This design comes from an exercise in tuning for small area on the open sky130 flow, not from production work.
Where RTL was checked, it was by simulation tests only, not by an equivalence proof against the original.
Power figures rest on the tool's default switching activity, not on a simulated workload.

== the baseline ==
==> flow/design.v <==
module flash_dri
(
    input   wire        clk,
    input   wire        rst_n,
    output  reg         fls_sck,
    output  reg         fls_ncs,
    output  reg         fls_sdo,
    input   wire        fls_sdi,
    input   wire        start,
    input   wire [2:0]  mod_sel,
    input   wire [23:0] fls_addr,
    input   wire [7:0]  fls_write,
    output  reg  [7:0]  fls_read,
    output  reg         frd_en,
    output  reg  [23:0] frd_addr,
    output  reg  [7:0]  frd_data,
    output  reg  [15:0] id,
    output  reg         busy
);
localparam C_WFREE  = 3'd0;
localparam C_WEN    = 3'd1;
localparam C_ERASE  = 3'd2;
localparam C_WR     = 3'd3;
localparam C_RD     = 3'd4;
localparam C_FRD    = 3'd5;
localparam C_ID     = 3'd6;
localparam C_SECTOR = 3'd7;
reg  [8:0] f;
reg  [7:0] rx;
wire [2:0] fbyte = f[8:6];
wire [2:0] fbit  = f[5:3];
wire is_wfree = (mod_sel == C_WFREE);
wire is_frd   = (mod_sel == C_FRD);
wire is_rd    = (mod_sel == C_RD);
wire is_id    = (mod_sel == C_ID);
localparam [63:0] OPS   = {8'h20, 8'h90, 8'h0b, 8'h03, 8'h02, 8'hc7, 8'h06, 8'h05};
localparam [23:0] LASTS = {3'd5, 3'd7, 3'd7, 3'd6, 3'd6, 3'd2, 3'd2, 3'd3};
wire [7:0] op   = OPS[{mod_sel, 3'b000} +: 8];
wire [2:0] last = LASTS[mod_sel * 3 +: 3];
wire has_addr = (mod_sel == C_WR) | (mod_sel == C_RD) | (mod_sel == C_SECTOR);
wire has_data = (mod_sel == C_WR);
wire [7:0] pay_byte;
genvar bi;
generate
    for (bi = 0; bi < 8; bi = bi + 1) begin : g_pay
        wire [3:0] col = {fls_write[bi], fls_addr[bi], fls_addr[8+bi], fls_addr[16+bi]};
        assign pay_byte[bi] = col[{fbyte[2], fbyte[0]}];
    end
endgenerate
wire pay_bit = pay_byte[~fbit];
wire pay_ok  = (fbyte[2] ? ~fbyte[1] : fbyte[1]) &
               (fbyte[2] & fbyte[0] ? has_data : has_addr);
wire tx_bit  = (fbyte[2:1] == 2'b00) ? op[fbyte[0] ? ~fbit : 3'd7] : (pay_ok & pay_bit);
wire idle    = (f == 9'd0);
wire f_pre   = (fbyte == 3'd0) & (f[5:0] == 6'd62);       
wire at_cap  = (f[5:0] == 6'd61);                        
wire at_end  = (f[5:0] == 6'd0) & (fbyte == last) &
               (is_wfree ? ~rx[0] : is_frd ? (&frd_addr) : 1'b1);
wire hold_hi = (is_wfree & (fbyte == 3'd3)) | (is_frd & (fbyte == 3'd7));
wire frd_load = is_frd & at_cap & (fbyte == 3'd0);
wire frd_cap  = is_frd & at_cap & fbyte[2] & fbyte[1];
wire rd_cap   = is_rd  & at_cap & (fbyte == 3'd5);
wire id_cap   = is_id  & at_cap & ((fbyte == 3'd5) | (fbyte == 3'd6));
always @(posedge clk) begin
    if (!rst_n)
        f <= 9'd0;
    else if (start)
        f <= 9'd61;
    else if (idle | at_end)
        f <= 9'd0;
    else begin
        f[5:0] <= f[5:0] + 6'd1;
        if ((&f[5:0]) & ~hold_hi)
            f[8:6] <= f[8:6] + 3'd1;
    end
end
always @(posedge clk) begin
    if (f[2:0] == 3'd2)
        rx <= {rx[6:0], fls_sdi};
end
always @(posedge clk) begin
    if (!rst_n) begin
        busy     <= 1'b0;
        fls_ncs  <= 1'b1;
        fls_sck  <= 1'b0;
        fls_sdo  <= 1'b0;
        frd_en   <= 1'b0;
    end else begin
        busy    <= f_pre | (busy & ~at_end);
        fls_ncs <= ~busy;
        fls_sck <= busy & (f[2] ^ (f[1] & f[0]));
        fls_sdo <= busy & tx_bit;
        frd_en  <= frd_cap;
    end
end
wire       rd_en  = rd_cap  | ~rst_n;
wire       id_en  = id_cap  | ~rst_n;
wire       frd_en_w = frd_cap | ~rst_n;
wire [7:0] rx_r   = rx & {8{rst_n}};
wire [7:0] idl_r  = id[7:0] & {8{rst_n}};
always @(posedge clk) begin
    if (rd_en)
        fls_read <= rx_r;
    if (frd_en_w)
        frd_data <= rx_r;
    if (id_en)
        id <= {idl_r, rx_r};
end
wire [2:0] blk_c;
assign blk_c[0] = frd_cap;
assign blk_c[1] = blk_c[0] & (&frd_addr[7:0]);
assign blk_c[2] = blk_c[1] & (&frd_addr[15:8]);
wire [24:0] addr_c;
genvar gi;
generate
    for (gi = 0; gi < 24; gi = gi + 1) begin : g_addr
        if (gi % 8 == 0) begin : g_blk
            assign addr_c[gi+1] = blk_c[gi/8] & frd_addr[gi];
            always @(posedge clk)
                frd_addr[gi] <= rst_n & (frd_load | (frd_addr[gi] ^ blk_c[gi/8]));
        end else begin : g_rip
            assign addr_c[gi+1] = addr_c[gi] & frd_addr[gi];
            always @(posedge clk)
                frd_addr[gi] <= rst_n & (frd_load | (frd_addr[gi] ^ addr_c[gi]));
        end
    end
endgenerate
endmodule
Settings: LEC_CHECK=0, CAP_MARGIN=20, CORE_MARGIN=2, CORE_UTILIZATION=40, PLACE_DENSITY=0.6, SLEW_MARGIN=20; clock period 5.0 ns.
standard.sh (not shown) runs the stock make flow with config.mk's settings and CLKGATE_MAP_FILE= SYNTH_SCRIPT=/design/flow/synth_recipe.tcl, a recipe that flattens the netlist after the stock synthesis.
==> flow/flow/run.sh <==
#!/bin/bash
# Own layout flow: the standard layout (standard.sh), with two changes:
#  - synthesis is the standard synthesis script, except that ABC maps the
#    logic with an area-oriented script (flow/abc_area.script);
#  - the port buffers that global placement inserts are buf_1 cells.
set -euo pipefail
W=$(pwd)
FL=$W/flow

# standard synthesis script, with the ABC mapping script swapped
{
  cat <<'TCL'
proc abc {args} {
  set i [lsearch -exact $args -script]
  if { $i >= 0 } { lset args [expr {$i + 1}] $::env(MY_ABC_SCRIPT) }
  yosys abc {*}$args
}
TCL
  cat "$W/synth_recipe.tcl"
} > "$W/own_synth.tcl"

export MY_ABC_SCRIPT="$FL/abc_area.script"
export BUFFER_PORTS_ARGS="-buffer_cell sky130_fd_sc_hd__buf_1"

bash "$W/standard.sh" SYNTH_SCRIPT="$W/own_synth.tcl" finish > "$W/flow_make.log" 2>&1
==> flow/flow/abc_area.script <==
strash
dch
amap
topo
Relative to the baseline, the following input files were edited for the candidate:
--- a/flow/design.v
+++ b/flow/design.v
@@ -106,23 +106,14 @@
     if (id_en)
         id <= {idl_r, rx_r};
 end
-wire [2:0] blk_c;
-assign blk_c[0] = frd_cap;
-assign blk_c[1] = blk_c[0] & (&frd_addr[7:0]);
-assign blk_c[2] = blk_c[1] & (&frd_addr[15:8]);
 wire [24:0] addr_c;
+assign addr_c[0] = frd_cap;
 genvar gi;
 generate
     for (gi = 0; gi < 24; gi = gi + 1) begin : g_addr
-        if (gi % 8 == 0) begin : g_blk
-            assign addr_c[gi+1] = blk_c[gi/8] & frd_addr[gi];
-            always @(posedge clk)
-                frd_addr[gi] <= rst_n & (frd_load | (frd_addr[gi] ^ blk_c[gi/8]));
-        end else begin : g_rip
-            assign addr_c[gi+1] = addr_c[gi] & frd_addr[gi];
-            always @(posedge clk)
-                frd_addr[gi] <= rst_n & (frd_load | (frd_addr[gi] ^ addr_c[gi]));
-        end
+        assign addr_c[gi+1] = addr_c[gi] & frd_addr[gi];
+        always @(posedge clk)
+            frd_addr[gi] <= rst_n & (frd_load | (frd_addr[gi] ^ addr_c[gi]));
     end
 endgenerate
 endmodule
Notes after the runs:
The candidate finished all stages; layout check result: FAIL, due to negative setup slack. Between the baseline and the candidate, number of instances in the placed design decreased. In the tables for the baseline and the candidate, area growth from synthesis to final layout reads lower with the baseline. Minimum clock period | the candidate above the baseline. In the candidate, the share of the core filled with cells came out 5.8 points above the value in the baseline. The candidate has less setup slack than the baseline. [the candidate] required arrival time at the worst endpoint fell 0.06 ns relative to the baseline. Re die area: the candidate is about 0.35% up on the baseline. Power delta (the candidate − the baseline): unfavourable. From the baseline to the candidate the numbers moved as follows: global-route usage picked up an extra 0.89 points; number of ordinary and repair buffers in the finished layout up 9; worst hold slack shows no meaningful change. Power density of the placed cells (the candidate vs. the baseline) decreases by a few percent. The baseline -> the candidate: number of standard cells in the final layout excluding fillers decreased slightly.
Only the layout flow was run in the candidate; the RTL was not checked for function there.

[static timing again, ports no longer ideal]
In the flow no input, the clock included, has a driving cell. The finished layouts below were timed again as built, in two steps.
Step 1, drivers: a clkbuf_16 drives clk and a buf_2 each remaining input, both assumed.
Step 2 times the ports against the registers' clock, not the clock port: input delays grow and output delays shrink by t, the midpoint of the rising clock arrivals with the driver on.
Slacks: ideal / step 1 / step 2; pairs: ideal / step 1.
| run | shift t [ns] | setup WS [ns] | worst setup path after step 2 | latest minus earliest clock arrival (ns) | worst slew at a driven data input, ns |
|---|---|---|---|---|---|
| the baseline | 0.372 | 1.416 / 1.406 / 1.034 | input to register | 0.010 / 0.010 | 0.06 |
| the candidate | 0.372 | -0.024 / -0.040 / -0.412 | input to register | 0.012 / 0.012 | 0.06 |
For the candidate, which loses most, drivers alone change the setup slack by -0.016 ns; drivers and shift together by -0.388 ns.
